Background: an optimization exercise with open tools, aiming at small area. Do not read the settings as production practice.
Only simulation tests tie the RTL to the original design; equivalence was not proved.
Power is estimated from default activity; no workload was simulated.

## design/flow/config.mk

```make
export PLATFORM = sky130hd
export DESIGN_NAME = multiply_matrix
export DESIGN_NICKNAME = multiply_matrix
export VERILOG_FILES = /design/flow/design.v
export SDC_FILE = /design/flow/constraint.sdc
export NUM_CORES = 8
export LEC_CHECK = 0
export CAP_MARGIN = 20
export CORE_MARGIN = 2
export CORE_UTILIZATION = 60
export CTS_BUF_LIST = sky130_fd_sc_hd__clkbuf_8 sky130_fd_sc_hd__clkbuf_16
export CTS_CLUSTER_DIAMETER = 60
export CTS_CLUSTER_SIZE = 20
export PLACE_DENSITY = 0.8
export SLEW_MARGIN = 20
export SYNTH_HIERARCHICAL = 1
```

## design/flow/constraint.sdc

```tcl
create_clock -name core_clock -period 5.0 [get_ports {clk}]
set_input_delay 1.0000 -clock core_clock [delete_from_list [all_inputs] [get_ports {clk}]]
set_output_delay 1.0000 -clock core_clock [all_outputs]
set_load 0.01 [all_outputs]
```

## design/flow/design.v

```verilog
module booth_sel
(
	input logic onen, twon, negn, nzn,
	input logic [7:0] w,
	output logic [8:0] p
);
	logic [7:0] tn;
	assign tn = w ^ {8{negn}};
	assign p[0] = ~((onen | tn[0]) & (twon | negn));
	genvar b;
	generate
		for (b = 1; b < 8; b = b + 1) begin : g_b
			assign p[b] = ~((onen | tn[b]) & (twon | tn[b-1]));
		end
	endgenerate
	assign p[8] = nzn | tn[7];
endmodule
module fa
(
	input logic a, b, ci,
	output logic s, co
);
	assign s = a ^ b ^ ci;
	assign co = (a & b) | (a & ci) | (b & ci);
endmodule
module fac
(
	input logic a, b,
	output logic s, co
);
	assign s = ~(a ^ b);
	assign co = a | b;
endmodule
module ha
(
	input logic a, b,
	output logic s, co
);
	assign s = a ^ b;
	assign co = a & b;
endmodule
module booth_enc
(
	input logic [31:0] a,
	output logic [47:0] e
);
	integer k, i;
	logic x2, x1, x0;
	always_comb begin
		for (k = 0; k < 4; k = k + 1) begin
			for (i = 0; i < 4; i = i + 1) begin
				x2 = a[8*k + 2*i + 1];
				x1 = a[8*k + 2*i];
				x0 = (i == 0) ? 1'b0 : a[8*k + 2*i - 1];
				e[4*k + i] = ~(x1 ^ x0);
				e[16 + 4*k + i] = ~((x2 & ~x1 & ~x0) | (~x2 & x1 & x0));
				e[32 + 4*k + i] = ~(x2 & ~(x1 & x0));
			end
		end
	end
endmodule
module negsum
(
	input logic [63:0] a,
	output logic [9:0] n
);
	integer k, i;
	logic x2, x1, x0;
	always_comb begin
		n = 10'd0;
		for (k = 0; k < 8; k = k + 1) begin
			for (i = 0; i < 4; i = i + 1) begin
				x2 = a[8*k + 2*i + 1];
				x1 = a[8*k + 2*i];
				x0 = (i == 0) ? 1'b0 : a[8*k + 2*i - 1];
				n = n + ({9'd0, x2 & ~(x1 & x0)} << (2*i));
			end
		end
	end
endmodule
module dot_lo
(
	input logic [15:0] onen, twon, negn, nzn,
	input logic [31:0] w,
	input logic [19:0] acc0,
	input logic [9:0] n,
	output logic [19:0] sa,
	output logic [13:0] sb,
	output logic sc
);
  wire [8:0] p0_0;
  booth_sel b0_0 (.onen(onen[0]), .twon(twon[0]), .negn(negn[0]), .nzn(nzn[0]), .w(w[0 +: 8]), .p(p0_0));
  wire [8:0] p0_1;
  booth_sel b0_1 (.onen(onen[1]), .twon(twon[1]), .negn(negn[1]), .nzn(nzn[1]), .w(w[0 +: 8]), .p(p0_1));
  wire [8:0] p0_2;
  booth_sel b0_2 (.onen(onen[2]), .twon(twon[2]), .negn(negn[2]), .nzn(nzn[2]), .w(w[0 +: 8]), .p(p0_2));
  wire [8:0] p0_3;
  booth_sel b0_3 (.onen(onen[3]), .twon(twon[3]), .negn(negn[3]), .nzn(nzn[3]), .w(w[0 +: 8]), .p(p0_3));
  wire [8:0] p1_0;
  booth_sel b1_0 (.onen(onen[4]), .twon(twon[4]), .negn(negn[4]), .nzn(nzn[4]), .w(w[8 +: 8]), .p(p1_0));
  wire [8:0] p1_1;
  booth_sel b1_1 (.onen(onen[5]), .twon(twon[5]), .negn(negn[5]), .nzn(nzn[5]), .w(w[8 +: 8]), .p(p1_1));
  wire [8:0] p1_2;
  booth_sel b1_2 (.onen(onen[6]), .twon(twon[6]), .negn(negn[6]), .nzn(nzn[6]), .w(w[8 +: 8]), .p(p1_2));
  wire [8:0] p1_3;
  booth_sel b1_3 (.onen(onen[7]), .twon(twon[7]), .negn(negn[7]), .nzn(nzn[7]), .w(w[8 +: 8]), .p(p1_3));
  wire [8:0] p2_0;
  booth_sel b2_0 (.onen(onen[8]), .twon(twon[8]), .negn(negn[8]), .nzn(nzn[8]), .w(w[16 +: 8]), .p(p2_0));
  wire [8:0] p2_1;
  booth_sel b2_1 (.onen(onen[9]), .twon(twon[9]), .negn(negn[9]), .nzn(nzn[9]), .w(w[16 +: 8]), .p(p2_1));
  wire [8:0] p2_2;
  booth_sel b2_2 (.onen(onen[10]), .twon(twon[10]), .negn(negn[10]), .nzn(nzn[10]), .w(w[16 +: 8]), .p(p2_2));
  wire [8:0] p2_3;
  booth_sel b2_3 (.onen(onen[11]), .twon(twon[11]), .negn(negn[11]), .nzn(nzn[11]), .w(w[16 +: 8]), .p(p2_3));
  wire [8:0] p3_0;
  booth_sel b3_0 (.onen(onen[12]), .twon(twon[12]), .negn(negn[12]), .nzn(nzn[12]), .w(w[24 +: 8]), .p(p3_0));
  wire [8:0] p3_1;
  booth_sel b3_1 (.onen(onen[13]), .twon(twon[13]), .negn(negn[13]), .nzn(nzn[13]), .w(w[24 +: 8]), .p(p3_1));
  wire [8:0] p3_2;
  booth_sel b3_2 (.onen(onen[14]), .twon(twon[14]), .negn(negn[14]), .nzn(nzn[14]), .w(w[24 +: 8]), .p(p3_2));
  wire [8:0] p3_3;
  booth_sel b3_3 (.onen(onen[15]), .twon(twon[15]), .negn(negn[15]), .nzn(nzn[15]), .w(w[24 +: 8]), .p(p3_3));
  wire ks1, kc1;
  fac k1 (.a(p0_2[7]), .b(p0_3[5]), .s(ks1), .co(kc1));
  wire ks2, kc2;
  fac k2 (.a(p0_2[8]), .b(p0_3[6]), .s(ks2), .co(kc2));
  wire ks3, kc3;
  fac k3 (.a(p0_3[8]), .b(p1_3[8]), .s(ks3), .co(kc3));
  wire i16_0 = ~acc0[16];
  wire i18_0 = ~acc0[18];
  wire ks4, kc4;
  fac k4 (.a(acc0[18]), .b(acc0[19]), .s(ks4), .co(kc4));
  wire s1, c1;
  fa f1 (.a(n[4]), .b(p0_0[4]), .ci(p0_1[2]), .s(s1), .co(c1));
  wire s2, c2;
  fa f2 (.a(n[5]), .b(p0_0[5]), .ci(p0_1[3]), .s(s2), .co(c2));
  wire s3, c3;
  fa f3 (.a(n[6]), .b(p0_0[6]), .ci(p0_1[4]), .s(s3), .co(c3));
  wire s4, c4;
  fa f4 (.a(p0_2[2]), .b(p0_3[0]), .ci(p1_0[6]), .s(s4), .co(c4));
  wire s5, c5;
  fa f5 (.a(p1_1[4]), .b(p1_2[2]), .ci(p1_3[0]), .s(s5), .co(c5));
  wire s6, c6;
  fa f6 (.a(n[7]), .b(p0_0[7]), .ci(p0_1[5]), .s(s6), .co(c6));
  wire s7, c7;
  fa f7 (.a(p0_2[3]), .b(p0_3[1]), .ci(p1_0[7]), .s(s7), .co(c7));
  wire s8, c8;
  fa f8 (.a(p1_1[5]), .b(p1_2[3]), .ci(p1_3[1]), .s(s8), .co(c8));
  wire s9, c9;
  fa f9 (.a(p2_0[7]), .b(p2_1[5]), .ci(p2_2[3]), .s(s9), .co(c9));
  wire s10, c10;
  fa f10 (.a(n[8]), .b(p0_0[8]), .ci(p0_1[6]), .s(s10), .co(c10));
  wire s11, c11;
  fa f11 (.a(p0_2[4]), .b(p0_3[2]), .ci(p1_0[8]), .s(s11), .co(c11));
  wire s12, c12;
  fa f12 (.a(p1_1[6]), .b(p1_2[4]), .ci(p1_3[2]), .s(s12), .co(c12));
  wire s13, c13;
  fa f13 (.a(p2_0[8]), .b(p2_1[6]), .ci(p2_2[4]), .s(s13), .co(c13));
  wire s14, c14;
  fa f14 (.a(p2_3[2]), .b(p3_0[8]), .ci(p3_1[6]), .s(s14), .co(c14));
  wire s15, c15;
  fa f15 (.a(n[9]), .b(p0_1[7]), .ci(p0_2[5]), .s(s15), .co(c15));
  wire s16, c16;
  fa f16 (.a(p0_3[3]), .b(p1_1[7]), .ci(p1_2[5]), .s(s16), .co(c16));
  wire s17, c17;
  fa f17 (.a(p1_3[3]), .b(p2_1[7]), .ci(p2_2[5]), .s(s17), .co(c17));
  wire s18, c18;
  fa f18 (.a(p0_1[8]), .b(p0_2[6]), .ci(p0_3[4]), .s(s18), .co(c18));
  wire s19, c19;
  fa f19 (.a(p1_1[8]), .b(p1_2[6]), .ci(p1_3[4]), .s(s19), .co(c19));
  wire s20, c20;
  fa f20 (.a(n[2]), .b(p0_0[2]), .ci(p0_1[0]), .s(s20), .co(c20));
  wire s21, c21;
  fa f21 (.a(n[3]), .b(p0_0[3]), .ci(p0_1[1]), .s(s21), .co(c21));
  wire s22, c22;
  fa f22 (.a(p0_2[0]), .b(p1_0[4]), .ci(p1_1[2]), .s(s22), .co(c22));
  wire s23, c23;
  fa f23 (.a(p1_2[0]), .b(p2_0[4]), .ci(p2_1[2]), .s(s23), .co(c23));
  wire s24, c24;
  fa f24 (.a(p0_2[1]), .b(p1_0[5]), .ci(p1_1[3]), .s(s24), .co(c24));
  wire s25, c25;
  fa f25 (.a(p1_2[1]), .b(p2_0[5]), .ci(p2_1[3]), .s(s25), .co(c25));
  wire s26, c26;
  fa f26 (.a(p2_2[1]), .b(p3_0[5]), .ci(p3_1[3]), .s(s26), .co(c26));
  wire s27, c27;
  fa f27 (.a(p2_0[6]), .b(p2_1[4]), .ci(p2_2[2]), .s(s27), .co(c27));
  wire s28, c28;
  fa f28 (.a(p2_3[0]), .b(p3_0[6]), .ci(p3_1[4]), .s(s28), .co(c28));
  wire s29, c29;
  fa f29 (.a(p3_2[2]), .b(p3_3[0]), .ci(acc0[6]), .s(s29), .co(c29));
  wire s30, c30;
  fa f30 (.a(c2), .b(s3), .ci(s4), .s(s30), .co(c30));
  wire s31, c31;
  fa f31 (.a(p2_3[1]), .b(p3_0[7]), .ci(p3_1[5]), .s(s31), .co(c31));
  wire s32, c32;
  fa f32 (.a(p3_2[3]), .b(p3_3[1]), .ci(acc0[7]), .s(s32), .co(c32));
  wire s33, c33;
  fa f33 (.a(c3), .b(c4), .ci(c5), .s(s33), .co(c33));
  wire s34, c34;
  fa f34 (.a(s6), .b(s7), .ci(s8), .s(s34), .co(c34));
  wire s35, c35;
  fa f35 (.a(p3_2[4]), .b(p3_3[2]), .ci(acc0[8]), .s(s35), .co(c35));
  wire s36, c36;
  fa f36 (.a(c6), .b(c7), .ci(c8), .s(s36), .co(c36));
  wire s37, c37;
  fa f37 (.a(c9), .b(s10), .ci(s11), .s(s37), .co(c37));
  wire s38, c38;
  fa f38 (.a(s12), .b(s13), .ci(s14), .s(s38), .co(c38));
  wire s39, c39;
  fa f39 (.a(p2_3[3]), .b(p3_1[7]), .ci(p3_2[5]), .s(s39), .co(c39));
  wire s40, c40;
  fa f40 (.a(p3_3[3]), .b(acc0[9]), .ci(c10), .s(s40), .co(c40));
  wire s41, c41;
  fa f41 (.a(c11), .b(c12), .ci(c13), .s(s41), .co(c41));
  wire s42, c42;
  fa f42 (.a(c14), .b(s15), .ci(s16), .s(s42), .co(c42));
  wire s43, c43;
  fa f43 (.a(p2_1[8]), .b(p2_2[6]), .ci(p2_3[4]), .s(s43), .co(c43));
  wire s44, c44;
  fa f44 (.a(p3_1[8]), .b(p3_2[6]), .ci(p3_3[4]), .s(s44), .co(c44));
  wire s45, c45;
  fa f45 (.a(acc0[10]), .b(c15), .ci(c16), .s(s45), .co(c45));
  wire s46, c46;
  fa f46 (.a(c17), .b(s18), .ci(s19), .s(s46), .co(c46));
  wire s47, c47;
  fa f47 (.a(p1_2[7]), .b(p1_3[5]), .ci(p2_2[7]), .s(s47), .co(c47));
  wire s48, c48;
  fa f48 (.a(p2_3[5]), .b(p3_2[7]), .ci(p3_3[5]), .s(s48), .co(c48));
  wire s49, c49;
  fa f49 (.a(ks1), .b(acc0[11]), .ci(c18), .s(s49), .co(c49));
  wire s50, c50;
  fa f50 (.a(p1_2[8]), .b(p1_3[6]), .ci(p2_2[8]), .s(s50), .co(c50));
  wire s51, c51;
  fa f51 (.a(p2_3[6]), .b(p3_2[8]), .ci(p3_3[6]), .s(s51), .co(c51));
  wire s52, c52;
  fa f52 (.a(p1_0[2]), .b(p1_1[0]), .ci(p2_0[2]), .s(s52), .co(c52));
  wire s53, c53;
  fa f53 (.a(p1_0[3]), .b(p1_1[1]), .ci(p2_0[3]), .s(s53), .co(c53));
  wire s54, c54;
  fa f54 (.a(p2_1[1]), .b(p3_0[3]), .ci(p3_1[1]), .s(s54), .co(c54));
  wire s55, c55;
  fa f55 (.a(p2_2[0]), .b(p3_0[4]), .ci(p3_1[2]), .s(s55), .co(c55));
  wire s56, c56;
  fa f56 (.a(p3_2[0]), .b(acc0[4]), .ci(c21), .s(s56), .co(c56));
  wire s57, c57;
  fa f57 (.a(s1), .b(s22), .ci(s23), .s(s57), .co(c57));
  wire s58, c58;
  fa f58 (.a(p3_2[1]), .b(acc0[5]), .ci(c1), .s(s58), .co(c58));
  wire s59, c59;
  fa f59 (.a(c22), .b(c23), .ci(s2), .s(s59), .co(c59));
  wire s60, c60;
  fa f60 (.a(s24), .b(s25), .ci(s26), .s(s60), .co(c60));
  wire s61, c61;
  fa f61 (.a(c24), .b(c25), .ci(c26), .s(s61), .co(c61));
  wire s62, c62;
  fa f62 (.a(s27), .b(s28), .ci(s5), .s(s62), .co(c62));
  wire hs5, hc5;
  ha h5 (.a(s29), .b(s30), .s(hs5), .co(hc5));
  wire s63, c63;
  fa f63 (.a(c27), .b(c28), .ci(s31), .s(s63), .co(c63));
  wire s64, c64;
  fa f64 (.a(s9), .b(c29), .ci(s32), .s(s64), .co(c64));
  wire s65, c65;
  fa f65 (.a(c30), .b(s33), .ci(s34), .s(s65), .co(c65));
  wire s66, c66;
  fa f66 (.a(c31), .b(c32), .ci(s35), .s(s66), .co(c66));
  wire s67, c67;
  fa f67 (.a(c33), .b(c34), .ci(s36), .s(s67), .co(c67));
  wire hs6, hc6;
  ha h6 (.a(s37), .b(s38), .s(hs6), .co(hc6));
  wire s68, c68;
  fa f68 (.a(s17), .b(s39), .ci(c35), .s(s68), .co(c68));
  wire s69, c69;
  fa f69 (.a(c36), .b(s40), .ci(c37), .s(s69), .co(c69));
  wire s70, c70;
  fa f70 (.a(c38), .b(s41), .ci(s42), .s(s70), .co(c70));
  wire s71, c71;
  fa f71 (.a(c39), .b(s43), .ci(s44), .s(s71), .co(c71));
  wire s72, c72;
  fa f72 (.a(c40), .b(c41), .ci(c42), .s(s72), .co(c72));
  wire hs7, hc7;
  ha h7 (.a(s45), .b(s46), .s(hs7), .co(hc7));
  wire s73, c73;
  fa f73 (.a(c19), .b(c43), .ci(c44), .s(s73), .co(c73));
  wire s74, c74;
  fa f74 (.a(s47), .b(s48), .ci(c45), .s(s74), .co(c74));
  wire hs8, hc8;
  ha h8 (.a(s49), .b(c46), .s(hs8), .co(hc8));
  wire s75, c75;
  fa f75 (.a(kc1), .b(ks2), .ci(acc0[12]), .s(s75), .co(c75));
  wire s76, c76;
  fa f76 (.a(c47), .b(c48), .ci(s50), .s(s76), .co(c76));
  wire hs9, hc9;
  ha h9 (.a(s51), .b(c49), .s(hs9), .co(hc9));
  wire s77, c77;
  fa f77 (.a(p0_3[7]), .b(p1_3[7]), .ci(p2_3[7]), .s(s77), .co(c77));
  wire s78, c78;
  fa f78 (.a(p3_3[7]), .b(kc2), .ci(acc0[13]), .s(s78), .co(c78));
  wire hs10, hc10;
  ha h10 (.a(c50), .b(c51), .s(hs10), .co(hc10));
  wire s79, c79;
  fa f79 (.a(p2_3[8]), .b(p3_3[8]), .ci(ks3), .s(s79), .co(c79));
  wire s80, c80;
  fa f80 (.a(n[0]), .b(p0_0[0]), .ci(p1_0[0]), .s(s80), .co(c80));
  wire s81, c81;
  fa f81 (.a(n[1]), .b(p0_0[1]), .ci(p1_0[1]), .s(s81), .co(c81));
  wire s82, c82;
  fa f82 (.a(p2_0[1]), .b(p3_0[1]), .ci(acc0[1]), .s(s82), .co(c82));
  wire s83, c83;
  fa f83 (.a(p2_1[0]), .b(p3_0[2]), .ci(p3_1[0]), .s(s83), .co(c83));
  wire s84, c84;
  fa f84 (.a(acc0[2]), .b(s20), .ci(s52), .s(s84), .co(c84));
  wire s85, c85;
  fa f85 (.a(acc0[3]), .b(c20), .ci(c52), .s(s85), .co(c85));
  wire s86, c86;
  fa f86 (.a(s21), .b(s53), .ci(s54), .s(s86), .co(c86));
  wire s87, c87;
  fa f87 (.a(c53), .b(c54), .ci(s55), .s(s87), .co(c87));
  wire hs11, hc11;
  ha h11 (.a(s56), .b(s57), .s(hs11), .co(hc11));
  wire s88, c88;
  fa f88 (.a(c55), .b(c56), .ci(s58), .s(s88), .co(c88));
  wire s89, c89;
  fa f89 (.a(c57), .b(s59), .ci(s60), .s(s89), .co(c89));
  wire s90, c90;
  fa f90 (.a(c58), .b(c59), .ci(c60), .s(s90), .co(c90));
  wire s91, c91;
  fa f91 (.a(s61), .b(s62), .ci(hs5), .s(s91), .co(c91));
  wire s92, c92;
  fa f92 (.a(c61), .b(c62), .ci(s63), .s(s92), .co(c92));
  wire s93, c93;
  fa f93 (.a(s64), .b(hc5), .ci(s65), .s(s93), .co(c93));
  wire s94, c94;
  fa f94 (.a(c63), .b(c64), .ci(s66), .s(s94), .co(c94));
  wire s95, c95;
  fa f95 (.a(hs6), .b(c65), .ci(s67), .s(s95), .co(c95));
  wire s96, c96;
  fa f96 (.a(s68), .b(c66), .ci(c67), .s(s96), .co(c96));
  wire s97, c97;
  fa f97 (.a(hc6), .b(s69), .ci(s70), .s(s97), .co(c97));
  wire s98, c98;
  fa f98 (.a(s71), .b(c68), .ci(c69), .s(s98), .co(c98));
  wire s99, c99;
  fa f99 (.a(hs7), .b(s72), .ci(c70), .s(s99), .co(c99));
  wire s100, c100;
  fa f100 (.a(c71), .b(s73), .ci(hs8), .s(s100), .co(c100));
  wire s101, c101;
  fa f101 (.a(s74), .b(c72), .ci(hc7), .s(s101), .co(c101));
  wire s102, c102;
  fa f102 (.a(c73), .b(s75), .ci(s76), .s(s102), .co(c102));
  wire s103, c103;
  fa f103 (.a(hs9), .b(c74), .ci(hc8), .s(s103), .co(c103));
  wire s104, c104;
  fa f104 (.a(s77), .b(hs10), .ci(c75), .s(s104), .co(c104));
  wire s105, c105;
  fa f105 (.a(s78), .b(c76), .ci(hc9), .s(s105), .co(c105));
  wire s106, c106;
  fa f106 (.a(acc0[14]), .b(c77), .ci(hc10), .s(s106), .co(c106));
  wire hs12, hc12;
  ha h12 (.a(c78), .b(s79), .s(hs12), .co(hc12));
  wire s107, c107;
  fa f107 (.a(kc3), .b(acc0[15]), .ci(c79), .s(s107), .co(c107));
  wire s108, c108;
  fa f108 (.a(p2_0[0]), .b(p3_0[0]), .ci(acc0[0]), .s(s108), .co(c108));
  wire s109, c109;
  fa f109 (.a(c80), .b(s81), .ci(s82), .s(s109), .co(c109));
  wire s110, c110;
  fa f110 (.a(c81), .b(s83), .ci(c82), .s(s110), .co(c110));
  wire s111, c111;
  fa f111 (.a(c83), .b(c84), .ci(s85), .s(s111), .co(c111));
  wire s112, c112;
  fa f112 (.a(c85), .b(c86), .ci(s87), .s(s112), .co(c112));
  wire s113, c113;
  fa f113 (.a(c87), .b(hc11), .ci(s88), .s(s113), .co(c113));
  wire s114, c114;
  fa f114 (.a(c88), .b(c89), .ci(s90), .s(s114), .co(c114));
  wire s115, c115;
  fa f115 (.a(c90), .b(s92), .ci(c91), .s(s115), .co(c115));
  wire s116, c116;
  fa f116 (.a(c92), .b(s94), .ci(c93), .s(s116), .co(c116));
  wire s117, c117;
  fa f117 (.a(c94), .b(s96), .ci(c95), .s(s117), .co(c117));
  wire s118, c118;
  fa f118 (.a(c96), .b(s98), .ci(c97), .s(s118), .co(c118));
  wire s119, c119;
  fa f119 (.a(s100), .b(c98), .ci(c99), .s(s119), .co(c119));
  wire s120, c120;
  fa f120 (.a(s102), .b(c100), .ci(c101), .s(s120), .co(c120));
  wire s121, c121;
  fa f121 (.a(s104), .b(c102), .ci(s105), .s(s121), .co(c121));
  wire s122, c122;
  fa f122 (.a(hs12), .b(c104), .ci(s106), .s(s122), .co(c122));
  wire s123, c123;
  fa f123 (.a(hc12), .b(c106), .ci(s107), .s(s123), .co(c123));
  wire s124, c124;
  fa f124 (.a(s84), .b(s110), .ci(c109), .s(s124), .co(c124));
  wire s125, c125;
  fa f125 (.a(s86), .b(c110), .ci(s111), .s(s125), .co(c125));
  wire s126, c126;
  fa f126 (.a(c111), .b(hs11), .ci(s112), .s(s126), .co(c126));
  wire s127, c127;
  fa f127 (.a(c112), .b(s89), .ci(s113), .s(s127), .co(c127));
  wire s128, c128;
  fa f128 (.a(c113), .b(s91), .ci(s114), .s(s128), .co(c128));
  wire s129, c129;
  fa f129 (.a(c114), .b(s93), .ci(s115), .s(s129), .co(c129));
  wire s130, c130;
  fa f130 (.a(s95), .b(c115), .ci(s116), .s(s130), .co(c130));
  wire s131, c131;
  fa f131 (.a(s97), .b(c116), .ci(s117), .s(s131), .co(c131));
  wire s132, c132;
  fa f132 (.a(s99), .b(c117), .ci(s118), .s(s132), .co(c132));
  wire s133, c133;
  fa f133 (.a(s101), .b(c118), .ci(s119), .s(s133), .co(c133));
  wire s134, c134;
  fa f134 (.a(s103), .b(s120), .ci(c119), .s(s134), .co(c134));
  wire s135, c135;
  fa f135 (.a(c103), .b(s121), .ci(c120), .s(s135), .co(c135));
  wire s136, c136;
  fa f136 (.a(c105), .b(s122), .ci(c121), .s(s136), .co(c136));
  wire hs13, hc13;
  ha h13 (.a(c122), .b(s123), .s(hs13), .co(hc13));
  wire s137, c137;
  fa f137 (.a(i16_0), .b(c107), .ci(c123), .s(s137), .co(c137));
  wire hs14, hc14;
  ha h14 (.a(acc0[16]), .b(acc0[17]), .s(hs14), .co(hc14));
  wire rs15, rc15;
  ha r15 (.a(i18_0), .b(hc14), .s(rs15), .co(rc15));
  wire rs16, rc16;
  ha r16 (.a(ks4), .b(rc15), .s(rs16), .co(rc16));
  wire rs17, rc17;
  ha r17 (.a(s80), .b(s108), .s(rs17), .co(rc17));
  wire s138, c138;
  fa f138 (.a(c108), .b(rc17), .ci(s109), .s(s138), .co(c138));
  wire rs18, rc18;
  ha r18 (.a(c138), .b(s124), .s(rs18), .co(rc18));
  wire s139, c139;
  fa f139 (.a(c124), .b(s125), .ci(rc18), .s(s139), .co(c139));
  assign sa = {rs16, rs15, c137, hc13, c136, c135, c134, c133, c132, c131, c130, c129, c128, c127, c126, c125, s139, rs18, s138, rs17};
  assign sb = {hs14, s137, hs13, s136, s135, s134, s133, s132, s131, s130, s129, s128, s127, s126};
  assign sc = c139;
endmodule
module dot_hi
(
	input logic [15:0] onen, twon, negn, nzn,
	input logic [31:0] w,
	input logic [19:0] acc0,
	input logic [13:0] acc1,
	input logic [0:0] acc2,
	output logic [19:0] sa,
	output logic [11:0] sb,
	output logic sc
);
  wire [8:0] p0_0;
  booth_sel b0_0 (.onen(onen[0]), .twon(twon[0]), .negn(negn[0]), .nzn(nzn[0]), .w(w[0 +: 8]), .p(p0_0));
  wire [8:0] p0_1;
  booth_sel b0_1 (.onen(onen[1]), .twon(twon[1]), .negn(negn[1]), .nzn(nzn[1]), .w(w[0 +: 8]), .p(p0_1));
  wire [8:0] p0_2;
  booth_sel b0_2 (.onen(onen[2]), .twon(twon[2]), .negn(negn[2]), .nzn(nzn[2]), .w(w[0 +: 8]), .p(p0_2));
  wire [8:0] p0_3;
  booth_sel b0_3 (.onen(onen[3]), .twon(twon[3]), .negn(negn[3]), .nzn(nzn[3]), .w(w[0 +: 8]), .p(p0_3));
  wire [8:0] p1_0;
  booth_sel b1_0 (.onen(onen[4]), .twon(twon[4]), .negn(negn[4]), .nzn(nzn[4]), .w(w[8 +: 8]), .p(p1_0));
  wire [8:0] p1_1;
  booth_sel b1_1 (.onen(onen[5]), .twon(twon[5]), .negn(negn[5]), .nzn(nzn[5]), .w(w[8 +: 8]), .p(p1_1));
  wire [8:0] p1_2;
  booth_sel b1_2 (.onen(onen[6]), .twon(twon[6]), .negn(negn[6]), .nzn(nzn[6]), .w(w[8 +: 8]), .p(p1_2));
  wire [8:0] p1_3;
  booth_sel b1_3 (.onen(onen[7]), .twon(twon[7]), .negn(negn[7]), .nzn(nzn[7]), .w(w[8 +: 8]), .p(p1_3));
  wire [8:0] p2_0;
  booth_sel b2_0 (.onen(onen[8]), .twon(twon[8]), .negn(negn[8]), .nzn(nzn[8]), .w(w[16 +: 8]), .p(p2_0));
  wire [8:0] p2_1;
  booth_sel b2_1 (.onen(onen[9]), .twon(twon[9]), .negn(negn[9]), .nzn(nzn[9]), .w(w[16 +: 8]), .p(p2_1));
  wire [8:0] p2_2;
  booth_sel b2_2 (.onen(onen[10]), .twon(twon[10]), .negn(negn[10]), .nzn(nzn[10]), .w(w[16 +: 8]), .p(p2_2));
  wire [8:0] p2_3;
  booth_sel b2_3 (.onen(onen[11]), .twon(twon[11]), .negn(negn[11]), .nzn(nzn[11]), .w(w[16 +: 8]), .p(p2_3));
  wire [8:0] p3_0;
  booth_sel b3_0 (.onen(onen[12]), .twon(twon[12]), .negn(negn[12]), .nzn(nzn[12]), .w(w[24 +: 8]), .p(p3_0));
  wire [8:0] p3_1;
  booth_sel b3_1 (.onen(onen[13]), .twon(twon[13]), .negn(negn[13]), .nzn(nzn[13]), .w(w[24 +: 8]), .p(p3_1));
  wire [8:0] p3_2;
  booth_sel b3_2 (.onen(onen[14]), .twon(twon[14]), .negn(negn[14]), .nzn(nzn[14]), .w(w[24 +: 8]), .p(p3_2));
  wire [8:0] p3_3;
  booth_sel b3_3 (.onen(onen[15]), .twon(twon[15]), .negn(negn[15]), .nzn(nzn[15]), .w(w[24 +: 8]), .p(p3_3));
  wire s1, c1;
  fa f1 (.a(acc0[4]), .b(acc1[0]), .ci(acc2[0]), .s(s1), .co(c1));
  wire s2, c2;
  fa f2 (.a(acc0[5]), .b(acc1[1]), .ci(p0_0[5]), .s(s2), .co(c2));
  wire s3, c3;
  fa f3 (.a(acc0[6]), .b(acc1[2]), .ci(p0_0[6]), .s(s3), .co(c3));
  wire s4, c4;
  fa f4 (.a(p0_1[4]), .b(p0_2[2]), .ci(p0_3[0]), .s(s4), .co(c4));
  wire s5, c5;
  fa f5 (.a(p1_0[6]), .b(p1_1[4]), .ci(p1_2[2]), .s(s5), .co(c5));
  wire s6, c6;
  fa f6 (.a(acc0[7]), .b(acc1[3]), .ci(p0_0[7]), .s(s6), .co(c6));
  wire s7, c7;
  fa f7 (.a(p0_1[5]), .b(p0_2[3]), .ci(p0_3[1]), .s(s7), .co(c7));
  wire s8, c8;
  fa f8 (.a(p1_0[7]), .b(p1_1[5]), .ci(p1_2[3]), .s(s8), .co(c8));
  wire s9, c9;
  fa f9 (.a(p1_3[1]), .b(p2_0[7]), .ci(p2_1[5]), .s(s9), .co(c9));
  wire s10, c10;
  fa f10 (.a(acc0[8]), .b(acc1[4]), .ci(p0_0[8]), .s(s10), .co(c10));
  wire s11, c11;
  fa f11 (.a(p0_1[6]), .b(p0_2[4]), .ci(p0_3[2]), .s(s11), .co(c11));
  wire s12, c12;
  fa f12 (.a(p1_0[8]), .b(p1_1[6]), .ci(p1_2[4]), .s(s12), .co(c12));
  wire s13, c13;
  fa f13 (.a(p1_3[2]), .b(p2_0[8]), .ci(p2_1[6]), .s(s13), .co(c13));
  wire s14, c14;
  fa f14 (.a(p2_2[4]), .b(p2_3[2]), .ci(p3_0[8]), .s(s14), .co(c14));
  wire s15, c15;
  fa f15 (.a(acc0[9]), .b(acc1[5]), .ci(p0_1[7]), .s(s15), .co(c15));
  wire s16, c16;
  fa f16 (.a(p0_2[5]), .b(p0_3[3]), .ci(p1_1[7]), .s(s16), .co(c16));
  wire s17, c17;
  fa f17 (.a(p1_2[5]), .b(p1_3[3]), .ci(p2_1[7]), .s(s17), .co(c17));
  wire s18, c18;
  fa f18 (.a(acc0[10]), .b(acc1[6]), .ci(p0_1[8]), .s(s18), .co(c18));
  wire s19, c19;
  fa f19 (.a(p0_2[6]), .b(p0_3[4]), .ci(p1_1[8]), .s(s19), .co(c19));
  wire s20, c20;
  fa f20 (.a(p0_0[4]), .b(p0_1[2]), .ci(p0_2[0]), .s(s20), .co(c20));
  wire s21, c21;
  fa f21 (.a(p1_0[4]), .b(p1_1[2]), .ci(p1_2[0]), .s(s21), .co(c21));
  wire s22, c22;
  fa f22 (.a(p0_1[3]), .b(p0_2[1]), .ci(p1_0[5]), .s(s22), .co(c22));
  wire s23, c23;
  fa f23 (.a(p1_1[3]), .b(p1_2[1]), .ci(p2_0[5]), .s(s23), .co(c23));
  wire s24, c24;
  fa f24 (.a(p2_1[3]), .b(p2_2[1]), .ci(p3_0[5]), .s(s24), .co(c24));
  wire s25, c25;
  fa f25 (.a(p1_3[0]), .b(p2_0[6]), .ci(p2_1[4]), .s(s25), .co(c25));
  wire s26, c26;
  fa f26 (.a(p2_2[2]), .b(p2_3[0]), .ci(p3_0[6]), .s(s26), .co(c26));
  wire s27, c27;
  fa f27 (.a(p3_1[4]), .b(p3_2[2]), .ci(p3_3[0]), .s(s27), .co(c27));
  wire s28, c28;
  fa f28 (.a(c2), .b(s3), .ci(s4), .s(s28), .co(c28));
  wire s29, c29;
  fa f29 (.a(p2_2[3]), .b(p2_3[1]), .ci(p3_0[7]), .s(s29), .co(c29));
  wire s30, c30;
  fa f30 (.a(p3_1[5]), .b(p3_2[3]), .ci(p3_3[1]), .s(s30), .co(c30));
  wire s31, c31;
  fa f31 (.a(c3), .b(c4), .ci(c5), .s(s31), .co(c31));
  wire s32, c32;
  fa f32 (.a(s6), .b(s7), .ci(s8), .s(s32), .co(c32));
  wire s33, c33;
  fa f33 (.a(p3_1[6]), .b(p3_2[4]), .ci(p3_3[2]), .s(s33), .co(c33));
  wire s34, c34;
  fa f34 (.a(c6), .b(c7), .ci(c8), .s(s34), .co(c34));
  wire s35, c35;
  fa f35 (.a(c9), .b(s10), .ci(s11), .s(s35), .co(c35));
  wire s36, c36;
  fa f36 (.a(s12), .b(s13), .ci(s14), .s(s36), .co(c36));
  wire s37, c37;
  fa f37 (.a(p2_2[5]), .b(p2_3[3]), .ci(p3_1[7]), .s(s37), .co(c37));
  wire s38, c38;
  fa f38 (.a(p3_2[5]), .b(p3_3[3]), .ci(c10), .s(s38), .co(c38));
  wire s39, c39;
  fa f39 (.a(c11), .b(c12), .ci(c13), .s(s39), .co(c39));
  wire s40, c40;
  fa f40 (.a(c14), .b(s15), .ci(s16), .s(s40), .co(c40));
  wire s41, c41;
  fa f41 (.a(p1_2[6]), .b(p1_3[4]), .ci(p2_1[8]), .s(s41), .co(c41));
  wire s42, c42;
  fa f42 (.a(p2_2[6]), .b(p2_3[4]), .ci(p3_1[8]), .s(s42), .co(c42));
  wire s43, c43;
  fa f43 (.a(p3_2[6]), .b(p3_3[4]), .ci(c15), .s(s43), .co(c43));
  wire s44, c44;
  fa f44 (.a(c16), .b(c17), .ci(s18), .s(s44), .co(c44));
  wire s45, c45;
  fa f45 (.a(acc0[11]), .b(acc1[7]), .ci(p0_2[7]), .s(s45), .co(c45));
  wire s46, c46;
  fa f46 (.a(p0_3[5]), .b(p1_2[7]), .ci(p1_3[5]), .s(s46), .co(c46));
  wire s47, c47;
  fa f47 (.a(p2_2[7]), .b(p2_3[5]), .ci(p3_2[7]), .s(s47), .co(c47));
  wire s48, c48;
  fa f48 (.a(p3_3[5]), .b(c18), .ci(c19), .s(s48), .co(c48));
  wire s49, c49;
  fa f49 (.a(acc0[12]), .b(acc1[8]), .ci(p0_2[8]), .s(s49), .co(c49));
  wire s50, c50;
  fa f50 (.a(p0_3[6]), .b(p1_2[8]), .ci(p1_3[6]), .s(s50), .co(c50));
  wire s51, c51;
  fa f51 (.a(p2_2[8]), .b(p2_3[6]), .ci(p3_2[8]), .s(s51), .co(c51));
  wire s52, c52;
  fa f52 (.a(acc0[2]), .b(p0_0[2]), .ci(p0_1[0]), .s(s52), .co(c52));
  wire s53, c53;
  fa f53 (.a(p1_0[2]), .b(p1_1[0]), .ci(p2_0[2]), .s(s53), .co(c53));
  wire s54, c54;
  fa f54 (.a(acc0[3]), .b(p0_0[3]), .ci(p0_1[1]), .s(s54), .co(c54));
  wire s55, c55;
  fa f55 (.a(p1_0[3]), .b(p1_1[1]), .ci(p2_0[3]), .s(s55), .co(c55));
  wire s56, c56;
  fa f56 (.a(p2_1[1]), .b(p3_0[3]), .ci(p3_1[1]), .s(s56), .co(c56));
  wire s57, c57;
  fa f57 (.a(p2_0[4]), .b(p2_1[2]), .ci(p2_2[0]), .s(s57), .co(c57));
  wire s58, c58;
  fa f58 (.a(p3_0[4]), .b(p3_1[2]), .ci(p3_2[0]), .s(s58), .co(c58));
  wire s59, c59;
  fa f59 (.a(s1), .b(s20), .ci(s21), .s(s59), .co(c59));
  wire s60, c60;
  fa f60 (.a(p3_1[3]), .b(p3_2[1]), .ci(c1), .s(s60), .co(c60));
  wire s61, c61;
  fa f61 (.a(c20), .b(c21), .ci(s2), .s(s61), .co(c61));
  wire s62, c62;
  fa f62 (.a(s22), .b(s23), .ci(s24), .s(s62), .co(c62));
  wire s63, c63;
  fa f63 (.a(c22), .b(c23), .ci(c24), .s(s63), .co(c63));
  wire s64, c64;
  fa f64 (.a(s25), .b(s26), .ci(s27), .s(s64), .co(c64));
  wire hs1, hc1;
  ha h1 (.a(s5), .b(s28), .s(hs1), .co(hc1));
  wire s65, c65;
  fa f65 (.a(c25), .b(c26), .ci(c27), .s(s65), .co(c65));
  wire s66, c66;
  fa f66 (.a(s29), .b(s30), .ci(s9), .s(s66), .co(c66));
  wire s67, c67;
  fa f67 (.a(c28), .b(s31), .ci(s32), .s(s67), .co(c67));
  wire s68, c68;
  fa f68 (.a(c29), .b(c30), .ci(s33), .s(s68), .co(c68));
  wire s69, c69;
  fa f69 (.a(c31), .b(c32), .ci(s34), .s(s69), .co(c69));
  wire hs2, hc2;
  ha h2 (.a(s35), .b(s36), .s(hs2), .co(hc2));
  wire s70, c70;
  fa f70 (.a(c33), .b(s17), .ci(s37), .s(s70), .co(c70));
  wire s71, c71;
  fa f71 (.a(c34), .b(s38), .ci(c35), .s(s71), .co(c71));
  wire s72, c72;
  fa f72 (.a(c36), .b(s39), .ci(s40), .s(s72), .co(c72));
  wire s73, c73;
  fa f73 (.a(c37), .b(s19), .ci(s41), .s(s73), .co(c73));
  wire s74, c74;
  fa f74 (.a(s42), .b(c38), .ci(c39), .s(s74), .co(c74));
  wire s75, c75;
  fa f75 (.a(s43), .b(c40), .ci(s44), .s(s75), .co(c75));
  wire s76, c76;
  fa f76 (.a(c41), .b(c42), .ci(s45), .s(s76), .co(c76));
  wire s77, c77;
  fa f77 (.a(s46), .b(s47), .ci(c43), .s(s77), .co(c77));
  wire hs3, hc3;
  ha h3 (.a(c44), .b(s48), .s(hs3), .co(hc3));
  wire s78, c78;
  fa f78 (.a(p3_3[6]), .b(c45), .ci(c46), .s(s78), .co(c78));
  wire s79, c79;
  fa f79 (.a(c47), .b(s49), .ci(s50), .s(s79), .co(c79));
  wire hs4, hc4;
  ha h4 (.a(s51), .b(c48), .s(hs4), .co(hc4));
  wire s80, c80;
  fa f80 (.a(acc0[13]), .b(acc1[9]), .ci(p0_3[7]), .s(s80), .co(c80));
  wire s81, c81;
  fa f81 (.a(p1_3[7]), .b(p2_3[7]), .ci(p3_3[7]), .s(s81), .co(c81));
  wire s82, c82;
  fa f82 (.a(c49), .b(c50), .ci(c51), .s(s82), .co(c82));
  wire s83, c83;
  fa f83 (.a(acc0[14]), .b(acc1[10]), .ci(p0_3[8]), .s(s83), .co(c83));
  wire s84, c84;
  fa f84 (.a(p1_3[8]), .b(p2_3[8]), .ci(p3_3[8]), .s(s84), .co(c84));
  wire s85, c85;
  fa f85 (.a(acc0[0]), .b(p0_0[0]), .ci(p1_0[0]), .s(s85), .co(c85));
  wire s86, c86;
  fa f86 (.a(acc0[1]), .b(p0_0[1]), .ci(p1_0[1]), .s(s86), .co(c86));
  wire s87, c87;
  fa f87 (.a(p2_1[0]), .b(p3_0[2]), .ci(p3_1[0]), .s(s87), .co(c87));
  wire s88, c88;
  fa f88 (.a(c52), .b(c53), .ci(s54), .s(s88), .co(c88));
  wire s89, c89;
  fa f89 (.a(c54), .b(c55), .ci(c56), .s(s89), .co(c89));
  wire s90, c90;
  fa f90 (.a(s57), .b(s58), .ci(s59), .s(s90), .co(c90));
  wire s91, c91;
  fa f91 (.a(c57), .b(c58), .ci(s60), .s(s91), .co(c91));
  wire s92, c92;
  fa f92 (.a(c59), .b(s61), .ci(s62), .s(s92), .co(c92));
  wire s93, c93;
  fa f93 (.a(c60), .b(c61), .ci(c62), .s(s93), .co(c93));
  wire s94, c94;
  fa f94 (.a(s63), .b(s64), .ci(hs1), .s(s94), .co(c94));
  wire s95, c95;
  fa f95 (.a(c63), .b(c64), .ci(s65), .s(s95), .co(c95));
  wire s96, c96;
  fa f96 (.a(s66), .b(hc1), .ci(s67), .s(s96), .co(c96));
  wire s97, c97;
  fa f97 (.a(c65), .b(c66), .ci(s68), .s(s97), .co(c97));
  wire s98, c98;
  fa f98 (.a(hs2), .b(c67), .ci(s69), .s(s98), .co(c98));
  wire s99, c99;
  fa f99 (.a(c68), .b(s70), .ci(c69), .s(s99), .co(c99));
  wire s100, c100;
  fa f100 (.a(hc2), .b(s71), .ci(s72), .s(s100), .co(c100));
  wire s101, c101;
  fa f101 (.a(c70), .b(s73), .ci(c71), .s(s101), .co(c101));
  wire s102, c102;
  fa f102 (.a(s74), .b(c72), .ci(s75), .s(s102), .co(c102));
  wire s103, c103;
  fa f103 (.a(c73), .b(s76), .ci(c74), .s(s103), .co(c103));
  wire s104, c104;
  fa f104 (.a(hs3), .b(s77), .ci(c75), .s(s104), .co(c104));
  wire s105, c105;
  fa f105 (.a(c76), .b(s78), .ci(s79), .s(s105), .co(c105));
  wire s106, c106;
  fa f106 (.a(hs4), .b(c77), .ci(hc3), .s(s106), .co(c106));
  wire s107, c107;
  fa f107 (.a(s80), .b(s81), .ci(c78), .s(s107), .co(c107));
  wire s108, c108;
  fa f108 (.a(c79), .b(s82), .ci(hc4), .s(s108), .co(c108));
  wire s109, c109;
  fa f109 (.a(c80), .b(c81), .ci(s83), .s(s109), .co(c109));
  wire hs5, hc5;
  ha h5 (.a(s84), .b(c82), .s(hs5), .co(hc5));
  wire s110, c110;
  fa f110 (.a(acc0[15]), .b(acc1[11]), .ci(c83), .s(s110), .co(c110));
  wire s111, c111;
  fa f111 (.a(p2_0[1]), .b(p3_0[1]), .ci(c85), .s(s111), .co(c111));
  wire s112, c112;
  fa f112 (.a(c86), .b(s52), .ci(s53), .s(s112), .co(c112));
  wire s113, c113;
  fa f113 (.a(c87), .b(s55), .ci(s56), .s(s113), .co(c113));
  wire s114, c114;
  fa f114 (.a(c88), .b(s89), .ci(s90), .s(s114), .co(c114));
  wire s115, c115;
  fa f115 (.a(c89), .b(s91), .ci(c90), .s(s115), .co(c115));
  wire s116, c116;
  fa f116 (.a(c91), .b(s93), .ci(c92), .s(s116), .co(c116));
  wire s117, c117;
  fa f117 (.a(c93), .b(s95), .ci(c94), .s(s117), .co(c117));
  wire s118, c118;
  fa f118 (.a(c95), .b(s97), .ci(c96), .s(s118), .co(c118));
  wire s119, c119;
  fa f119 (.a(c97), .b(s99), .ci(c98), .s(s119), .co(c119));
  wire s120, c120;
  fa f120 (.a(c99), .b(s101), .ci(c100), .s(s120), .co(c120));
  wire s121, c121;
  fa f121 (.a(s103), .b(c101), .ci(s104), .s(s121), .co(c121));
  wire s122, c122;
  fa f122 (.a(s105), .b(c103), .ci(c104), .s(s122), .co(c122));
  wire s123, c123;
  fa f123 (.a(s107), .b(c105), .ci(s108), .s(s123), .co(c123));
  wire s124, c124;
  fa f124 (.a(s109), .b(hs5), .ci(c107), .s(s124), .co(c124));
  wire s125, c125;
  fa f125 (.a(c84), .b(c109), .ci(s110), .s(s125), .co(c125));
  wire s126, c126;
  fa f126 (.a(acc0[16]), .b(acc1[12]), .ci(c110), .s(s126), .co(c126));
  wire s127, c127;
  fa f127 (.a(p2_0[0]), .b(p3_0[0]), .ci(s85), .s(s127), .co(c127));
  wire hs6, hc6;
  ha h6 (.a(s86), .b(s111), .s(hs6), .co(hc6));
  wire s128, c128;
  fa f128 (.a(s87), .b(c111), .ci(s112), .s(s128), .co(c128));
  wire s129, c129;
  fa f129 (.a(c112), .b(s88), .ci(s113), .s(s129), .co(c129));
  wire hs7, hc7;
  ha h7 (.a(c113), .b(s114), .s(hs7), .co(hc7));
  wire s130, c130;
  fa f130 (.a(s92), .b(c114), .ci(s115), .s(s130), .co(c130));
  wire s131, c131;
  fa f131 (.a(s94), .b(c115), .ci(s116), .s(s131), .co(c131));
  wire s132, c132;
  fa f132 (.a(c116), .b(s96), .ci(s117), .s(s132), .co(c132));
  wire s133, c133;
  fa f133 (.a(s98), .b(c117), .ci(s118), .s(s133), .co(c133));
  wire s134, c134;
  fa f134 (.a(s100), .b(c118), .ci(s119), .s(s134), .co(c134));
  wire s135, c135;
  fa f135 (.a(s102), .b(c119), .ci(s120), .s(s135), .co(c135));
  wire s136, c136;
  fa f136 (.a(c102), .b(c120), .ci(s121), .s(s136), .co(c136));
  wire s137, c137;
  fa f137 (.a(s106), .b(c121), .ci(s122), .s(s137), .co(c137));
  wire s138, c138;
  fa f138 (.a(c106), .b(s123), .ci(c122), .s(s138), .co(c138));
  wire s139, c139;
  fa f139 (.a(c108), .b(s124), .ci(c123), .s(s139), .co(c139));
  wire s140, c140;
  fa f140 (.a(hc5), .b(s125), .ci(c124), .s(s140), .co(c140));
  wire hs8, hc8;
  ha h8 (.a(c125), .b(s126), .s(hs8), .co(hc8));
  wire s141, c141;
  fa f141 (.a(acc0[17]), .b(acc1[13]), .ci(c126), .s(s141), .co(c141));
  wire rs9, rc9;
  ha r9 (.a(hc8), .b(s141), .s(rs9), .co(rc9));
  wire s142, c142;
  fa f142 (.a(acc0[18]), .b(c141), .ci(rc9), .s(s142), .co(c142));
  wire rs10, rc10;
  ha r10 (.a(acc0[19]), .b(c142), .s(rs10), .co(rc10));
  wire rs11, rc11;
  ha r11 (.a(c127), .b(hs6), .s(rs11), .co(rc11));
  wire s143, c143;
  fa f143 (.a(hc6), .b(rc11), .ci(s128), .s(s143), .co(c143));
  wire s144, c144;
  fa f144 (.a(c128), .b(s129), .ci(c143), .s(s144), .co(c144));
  wire s145, c145;
  fa f145 (.a(c129), .b(hs7), .ci(c144), .s(s145), .co(c145));
  assign sa = {rs10, s142, rs9, c140, c139, c138, c137, c136, c135, c134, c133, c132, c131, c130, hc7, s145, s144, s143, rs11, s127};
  assign sb = {hs8, s140, s139, s138, s137, s136, s135, s134, s133, s132, s131, s130};
  assign sc = c145;
endmodule
module cpa20
(
	input logic [19:0] a,
	input logic [11:0] b,
	input logic ci,
	output logic [19:0] s
);
  wire [19:0] r, g;
  assign s[4:0] = a[4:0];
  fa f5 (.a(a[5]), .b(b[0]), .ci(ci), .s(r[5]), .co(g[5]));
  fa f6 (.a(a[6]), .b(b[1]), .ci(g[5]), .s(r[6]), .co(g[6]));
  fa f7 (.a(a[7]), .b(b[2]), .ci(g[6]), .s(r[7]), .co(g[7]));
  fa f8 (.a(a[8]), .b(b[3]), .ci(g[7]), .s(r[8]), .co(g[8]));
  fa f9 (.a(a[9]), .b(b[4]), .ci(g[8]), .s(r[9]), .co(g[9]));
  fa f10 (.a(a[10]), .b(b[5]), .ci(g[9]), .s(r[10]), .co(g[10]));
  fa f11 (.a(a[11]), .b(b[6]), .ci(g[10]), .s(r[11]), .co(g[11]));
  assign s[11:5] = r[11:5];
  wire c1 = g[11];
  ha h12 (.a(a[12]), .b(b[7]), .s(r[12]), .co(g[12]));
  fa f13 (.a(a[13]), .b(b[8]), .ci(g[12]), .s(r[13]), .co(g[13]));
  fa f14 (.a(a[14]), .b(b[9]), .ci(g[13]), .s(r[14]), .co(g[14]));
  fa f15 (.a(a[15]), .b(b[10]), .ci(g[14]), .s(r[15]), .co(g[15]));
  fa f16 (.a(a[16]), .b(b[11]), .ci(g[15]), .s(r[16]), .co(g[16]));
  ha h17 (.a(a[17]), .b(g[16]), .s(r[17]), .co(g[17]));
  ha h18 (.a(a[18]), .b(g[17]), .s(r[18]), .co(g[18]));
  wire [7:0] p1;
  assign p1[0] = 1'b1;
  assign p1[1] = p1[0] & r[12];
  assign s[12] = r[12] ^ (c1 & p1[0]);
  assign p1[2] = p1[1] & r[13];
  assign s[13] = r[13] ^ (c1 & p1[1]);
  assign p1[3] = p1[2] & r[14];
  assign s[14] = r[14] ^ (c1 & p1[2]);
  assign p1[4] = p1[3] & r[15];
  assign s[15] = r[15] ^ (c1 & p1[3]);
  assign p1[5] = p1[4] & r[16];
  assign s[16] = r[16] ^ (c1 & p1[4]);
  assign p1[6] = p1[5] & r[17];
  assign s[17] = r[17] ^ (c1 & p1[5]);
  assign p1[7] = p1[6] & r[18];
  assign s[18] = r[18] ^ (c1 & p1[6]);
  wire c2 = g[18] | (c1 & p1[7]);
  assign r[19] = a[19];
  assign g[19] = 1'b0;
  wire [1:0] p2;
  assign p2[0] = 1'b1;
  assign p2[1] = p2[0] & r[19];
  assign s[19] = r[19] ^ (c2 & p2[0]);
endmodule
module multiply_matrix
(
    input clk,
    input load,
	input load_w,
	input [159:0] c,
    input [63:0] a,
	input [63:0] b,
    output logic [159:0] out
);
	logic [63:0] w [0:7];
	logic [63:0] a1;
	logic [31:0] a2;
	logic [47:0] e2, e3;
	logic [9:0] n2;
	logic [159:0] s0a, s1a;
	logic [111:0] s0b;
	logic [95:0] s1b;
	logic [7:0] s0c, s1c;
	logic [159:0] s [2:7];
	logic [47:0] e_lo, e_hi;
	logic [9:0] n1;
	booth_enc enc_lo (.a(a1[31:0]), .e(e_lo));
	booth_enc enc_hi (.a(a2), .e(e_hi));
	negsum ns (.a(a1), .n(n1));
	logic [15:0] nzn2, nzn3;
	assign nzn2 = e2[15:0] & e2[31:16];
	assign nzn3 = e3[15:0] & e3[31:16];
	logic [159:0] t0a, t1a, sum;
	logic [111:0] t0b;
	logic [95:0] t1b;
	logic [7:0] t0c, t1c;
	genvar j;
	generate
		for (j = 0; j < 8; j = j + 1) begin : g_dot
			dot_lo dl (.onen(e2[15:0]), .twon(e2[31:16]), .negn(e2[47:32]), .nzn(nzn2), .w(w[j][31:0]),
				.acc0(c[20*j +: 20]), .n(n2),
				.sa(t0a[20*j +: 20]), .sb(t0b[14*j +: 14]), .sc(t0c[j]));
			dot_hi dh (.onen(e3[15:0]), .twon(e3[31:16]), .negn(e3[47:32]), .nzn(nzn3), .w(w[j][63:32]),
				.acc0(s0a[20*j +: 20]), .acc1(s0b[14*j +: 14]), .acc2(s0c[j]),
				.sa(t1a[20*j +: 20]), .sb(t1b[12*j +: 12]), .sc(t1c[j]));
			cpa20 ad (.a(s1a[20*j +: 20]), .b(s1b[12*j +: 12]), .ci(s1c[j]), .s(sum[20*j +: 20]));
		end
	endgenerate
	integer i;
	always @(posedge clk) begin
		if (load_w) begin
			w[0] <= b;
			for (i = 1; i < 8; i = i + 1)
				w[i] <= w[i-1];
		end
		if (load) begin
			a1 <= a;
			e2 <= e_lo;
			n2 <= n1;
			a2 <= a1[63:32];
			e3 <= e_hi;
			s0a <= t0a;
			s0b <= t0b;
			s0c <= t0c;
			s1a <= t1a;
			s1b <= t1b;
			s1c <= t1c;
			s[2] <= sum;
			for (i = 3; i < 8; i = i + 1)
				s[i] <= s[i-1];
		end
	end
	assign out = s[7];
endmodule
```

## design/flow/flow/run.sh

```bash
#!/bin/bash
# Layout: the standard flow (standard.sh, unchanged synthesis and steps),
# with the input and output port buffers made of sky130_fd_sc_hd__buf_1 and
# clock tree synthesis without dummy loads and with larger sink clusters.
set -euo pipefail
export BUFFER_PORTS_ARGS="-buffer_cell sky130_fd_sc_hd__buf_1"
export CTS_ARGS="-sink_clustering_enable -repair_clock_nets -dont_use_dummy_load -sink_clustering_size 30 -sink_clustering_max_diameter 80 -buf_list sky130_fd_sc_hd__clkbuf_16"
bash standard.sh > standard_flow.log 2>&1
```

## design/flow/standard.sh

```bash
#!/bin/bash
# synth_recipe.tcl (not shown) runs the flow's synth.tcl, then flattens the netlist and writes it again
# the make line also repeats each setting of config.mk as NAME=value (left out here)
make -C /OpenROAD-flow-scripts/flow DESIGN_CONFIG=/design/flow/config.mk WORK_HOME=/design/flow/orfs CLKGATE_MAP_FILE= SYNTH_SCRIPT=/design/flow/synth_recipe.tcl "${@:-finish}"
```

==> run notes, run 1 <==
outcome=complete, no violations; Final Wtd Congestion=1.06; Tmin final=around 4.8 ns; Worst Hold Class=primary input to flop; Reg2Reg Depth=10; syn_area_per_cell=about 15 sq um; Post-CTS Setup Inserts=0; crit start category=flop; Sw Share=roughly 44%; R2R Setup Slk=0.19 ns; Pint=about 0.08 W; Static Leakage=approximately 62 nW; slowest CP cell=fa_1; CTS tree=built; slew margin rel.=between 15 and 20%; largest net degree at the start of global routing=roughly 130; mapped cell area=approximately 0.16 sq mm; clock sinks=about 2200; Setup Total Neg Slack=0 ns; vias in the first global route=between 100k and 150k; crit-path cells=buf_12 -> buf_4 -> xor2_1 -> o22ai_1 -> fa_1 -> fa_1 -> fa_1 -> fa_1 -> fa_1 -> fa_1; Skew-Pair Late Insertion Delay=just over 0.9 ns; fmax=between 200 and 250 MHz; period utilisation layout=a little over nine tenths; antenna violations before repair=32; Slew Viols, Final=0; Iteration-0 DRC Markers=about 14000; cell count after synthesis=between 10000 and 15000; WL final=roughly 550 mm; pwr/cell area=849 mW/mm^2; P&R area growth vs syn=3.57%; port bufs=between 400 and 500; Routed Antenna Nets=0; Crit Path Class=flop to flop; GRT Util Overall=approximately 40%; final hold slack=between 0.2 and 0.25 ns; net count after synthesis=14100; gr ovfl total=0; Max FO, Critical Path=33; Core Region=between 0.2 and 0.3 sq mm; Clk pwr share=7.9%; nets=about 14000; CTS Buf Count=146; CP endpoint kind=flop; # resized after CTS=0; Hold-fix buffers, CTS=0; Max Root-Sink Buffers=4; max_cap viols=0; Worst-path clk slew=between 0.1 and 0.15 ns; Most Frequent Cell on Critical Path=fa_1; RSZ-0062 raised after global routing=no; Die Ht=525 um; DR DRC count=0; Rows=roughly 190; Setup WS pre-CTS=0.152 ns; CP required=approximately 5.6 ns; net switching power=0.0626 W; Final HPWL DP=418 mm; CP peak stage delay=between 0.5 and 0.6 ns; Via-to-Cell Ratio=6.78; synth warn=13; Fin. Hold Viols=0; drt first pass iters=9; Initial Util=roughly three fifths; CTS Root Cell=clkbuf_16; share of cells above drive strength 1=5.79%; sequential share of power=27.2%; Comb pwr share=between 60% and 70%; Die Width=~520 um; worst hold path stage count=1; critical path arrival=5.37 ns; wire length per cell=37.9 um; # fillers=just under 20000; H-tree Lvls=4; Worst VDD drop=a little under 0.9 mV; final setup vio count=0; IO Pins=~450; Setup WS post-layout=~0.19 ns; Setup Skew=slightly below 0.1 ns; via count=about 98000; die area=around 0.28 sq mm; first-pass GRT wire length=~770 mm; Least-Margin Pin Slew=around 1.3 ns
worst paths after layout:
| kind | end | start |
|---|---|---|
| min reg2reg | s[2][84]$_DFFE_PP_ | s1a[84]$_DFFE_PP_ |
| max reg2reg | s0b[46]$_DFFE_PP_ | e2[39]$_DFFE_PP_ |
| max | s0b[46]$_DFFE_PP_ | e2[39]$_DFFE_PP_ |
| min | w[0][48]$_DFFE_PP_ | b[48] |
power groups by stage:
stage / logic (W) / clock network, W / registers [W]
detailed placement: 0.0909 / 0 / 0.0391
finish: 0.0927 / 0.0113 / 0.0389
floorplan: 0.0925 / 0 / 0.0373
global route: 0.103 / 0.0120 / 0.0392
global placement: 0.0870 / 0 / 0.0388
CTS: 0.0914 / 0.0115 / 0.0387
through the flow:
stage / cell area, sq um / std cells / utilization [%] / power, W
2_1_floorplan: 163000 / 11200 / - / 0.130
3_3_place_gp: 165000 / 14200 / 61.0 / 0.126
3_5_place_dp: 165000 / 14200 / 61.0 / 0.130
4_1_cts: 168000 / 14400 / 62.3 / 0.142
5_1_grt: 168000 / 14400 / 62.3 / 0.154
6_report: 168000 / 14400 / 62.3 / 0.143
area by class of cell:
cell class,count,area [sq um],area share [%]
Tap cell,3570,4470,2.65
Antenna cell,30,75.1,0.0446
Multi-Input combinational cell,7342,85800,50.9
Timing Repair Buffer,919,7130,4.23
Sequential cell,2218,66600,39.5
Clock buffer,146,3650,2.17
Inverter,199,747,0.443
worst max-delay path: cells and delay by family (launching register included):
kind | cells | cell delay (ns)
adder cells (fa/ha/maj) | 6 | 2.97
buffers and inverters | 2 | 0.56
XOR/XNOR | 1 | 0.28
AO/OA/AOI/OAI | 1 | 0.17
flip-flops | 1 | 0.40
flip-flops by register name, indices dropped and copies added (netlist names), 10 cells and up:
signal  cells
n2         10
a1         64
w         512
e3         48
s0b       112
a2         32
s1b        96
s         960
s1a       160
e2         48
s0a       160
layout by cell type, fill, tap and decap left out, types with 146 or more instances in the layout:
master and instances:
fa_1 2377, edfxtp_1 2218, xor2_1 2063, o22ai_1 2048, buf_1 448, buf_4 316, ha_1 310, or2_1 256
inv_1 199, buf_12 153, clkbuf_16 146
routing by layer:
layer	GRT usage, %	part of all wire, %	wire (um)
met5	0.571	0.067	369
met4	20.8	6.4	35200
met1	55.0	38	207000
met2	54.6	41	224000
met3	16.0	15	80400
==> inputs of run 2 (changes only) <==
--- a/design/flow/config.mk
+++ b/design/flow/config.mk
@@ -13,3 +13,3 @@
 export CTS_CLUSTER_SIZE = 20
-export PLACE_DENSITY = 0.8
+export PLACE_DENSITY = 0.65
 export SLEW_MARGIN = 20
==> run 2 against run 1 <==
Effect of this change: area after synthesis unchanged; clock power about the same; cell area up 0.28%; routed wire length up 1.1%; fmax down 0.15%; sequential cell count unchanged; non-clock buffer count up 49; first-iteration DRC count down 3.0%; sequential power about the same; global-route usage up 0.46 points; combinational power up 1%; worst setup slack worse by 0.0072 ns.
==> run notes, run 2 <==
r2r endpoint=s1b[39]$_DFFE_PP_; fmax=between 200 and 250 MHz; Most Frequent Cell on Critical Path=fa_1; Max FO, Critical Path=11; Static Leakage=approximately 62 nW; Hold-fix buffers, CTS=0; CTS Root Cell=clkbuf_16; min-delay src=a[34]; slowest CP cell=fa_1; CTS tree=built; Rows=~190; die area=around 0.28 sq mm; WP buf/inv=2; synth warn=13; critical path arrival=roughly 5.4 ns; CP endpoint kind=flop; clock sinks=2218; RSZ-0062 raised after global routing=no; H-tree Lvls=4; P&R area growth vs syn=3.86%; worst reg2reg path startpoint=e3[33]$_DFFE_PP_; Routed Antenna Nets=0; antenna violations before repair=35; worst hold path stage count=1; pwr/cell area=around 850 mW/mm^2; Final HPWL DP=426 mm; Least-Margin Pin Slew=approximately 1.1 ns; Reg2Reg Depth=10; port bufs=450; WL final=between 500 and 600 mm; mapped cell area=around 0.16 sq mm; placed cell areas=approximately 0.17 sq mm; GRT Util Overall=between 40% and 50%; Max Root-Sink Buffers=4; DR DRC count=0; cell count after synthesis=about 11000; via count=97500; crit start category=flop; Worst Hold Class=primary input to flop; crit-path cells=buf_12 -> buf_4 -> xor2_1 -> o22ai_1 -> fa_1 -> fa_1 -> fa_1 -> fa_1 -> fa_1 -> fa_1; Die Width=roughly 520 um; Crit Path Class=flop to flop; hold path endpoint=a1[34]$_DFFE_PP_; commonest non-fill, non-tap cell in the layout=fa_1; Slew Viols, Final=0; Top Registers=s (960), w (512); Worst VDD drop=around 0.8 mV; Initial Util=60.2%; vias in the first global route=roughly 100k; Tmin final=between 4 and 5 ns; final hold slack=between 0.2 and 0.3 ns; most frequent cells in the layout=fa_1 (2377), edfxtp_1 (2218), xor2_1 (2064); gr ovfl total=0; number of flip-flops in the largest register=960; Die Ht=roughly 520 um; Core Region=approximately 0.27 sq mm; Via-to-Cell Ratio=6.74; first-pass GRT wire length=772 mm; Fin. Hold Viols=0; period utilisation layout=a little over nine tenths; CP required=about 5.6 ns; # resized after CTS=0; net count after synthesis=14100; Skew-Pair Late Insertion Delay=0.90 ns; Setup Skew=roughly 0.10 ns; largest register by flop count=s; CP peak stage delay=about 0.60 ns; nets=13900; IO Pins=between 400 and 500; final setup vio count=0; drt first pass iters=6; Setup Total Neg Slack=0 ns; wire length per cell=~38 um; Post-CTS Setup Inserts=0; max_cap viols=0; slew margin rel.=a little under a quarter; post-route cell area=between 0.15 and 0.2 sq mm; R2R Setup Slk=~0.18 ns; Worst-path clk slew=approximately 0.1 ns; share of cells above drive strength 1=approximately 6.2%; largest net degree at the start of global routing=around 170; syn_area_per_cell=about 15 sq um; Iteration-0 DRC Markers=14000; CTS Buf Count=144; CP top delay family=adder cells; outcome=complete, no violations; Final Wtd Congestion=between 1 and 1.5
==> run 2: layer usage <==
layer	GRT usage [%]	wire, um	vias to the layer above
li1	-	-	38400
met1	56.8	216000	50500
met2	55.1	225000	7283
met3	16.2	79800	1313
met4	18.8	32000	22
met5	0	214	-
==> run 2: per-stage QoR <==
step	setup slack (ns)	util, %	cells	total power [W]
6_report	0.182	62.5	14500	0.144
3_5_place_dp	0.293	61.2	14300	0.131
3_3_place_gp	0.266	61.2	14300	0.127
2_1_floorplan	0.762	-	11200	0.130
4_1_cts	0.294	62.5	14400	0.142
5_1_grt	0.124	62.5	14400	0.154
==> run 2: worst max path at each step <==
stage,startpoint,to,cells after the start
finish,e3[33]$_DFFE_PP_,s1b[39]$_DFFE_PP_,10
detailed placement,e3[35]$_DFFE_PP_,s1b[27]$_DFFE_PP_,9
global placement,e3[35]$_DFFE_PP_,s1b[27]$_DFFE_PP_,9
floorplan,e3[36]$_DFFE_PP_,s1b[17]$_DFFE_PP_,10
CTS,e3[35]$_DFFE_PP_,s1b[29]$_DFFE_PP_,9
global route,e3[35]$_DFFE_PP_,s1b[29]$_DFFE_PP_,9
==> run 2: layout make-up <==
cell class | count | area, sq um
diodes | 26 | 65.1
clock buffers | 144 | 3600
fillers | 19900 | 101000
inverters | 199 | 747
multi-input cells | 7342 | 85800
flip-flops and latches | 2218 | 66600
well taps | 3570 | 4470
repair buffers | 968 | 7660
==> run 2: power by group <==
group          internal (W)  switching, W  leakage, nW  total (W)
clock               0.00512       0.00599         1.77     0.0111
sequential           0.0348       0.00398         21.7     0.0388
combinational        0.0406        0.0530         38.4     0.0936
total                0.0805        0.0630         61.9      0.144

[port drivers added, routing unchanged]
In the flow no input, the clock included, has a driving cell. The finished layouts below were timed again as built, in two steps.
Step 1 (the two cells are an assumption about what drives the block):
set clk [get_ports {clk}]
set_driving_cell -lib_cell sky130_fd_sc_hd__clkbuf_16 $clk
set_driving_cell -lib_cell sky130_fd_sc_hd__buf_2 [delete_from_list [all_inputs] $clk]
Step 2 also shifts input and output timing later by t, the mid clock arrival at the registers, as if the neighbouring blocks saw the same clock.
Slacks: ideal / step 1 / step 2; pairs: ideal / step 1.
run | shift t [ns] | setup slack, ns | hold slack, ns | worst setup path at the end | slew at the worst register clock pin (ns)
run 1 | 0.982 | 0.189 / 0.189 / 0.189 | 0.233 / 0.151 / 0.363 | register to register | 0.11 / 0.11
run 2 | 0.954 | 0.182 / 0.182 / 0.182 | 0.268 / 0.193 / 0.365 | register to register | 0.11 / 0.11
After both steps setup and hold are still met in every run listed.
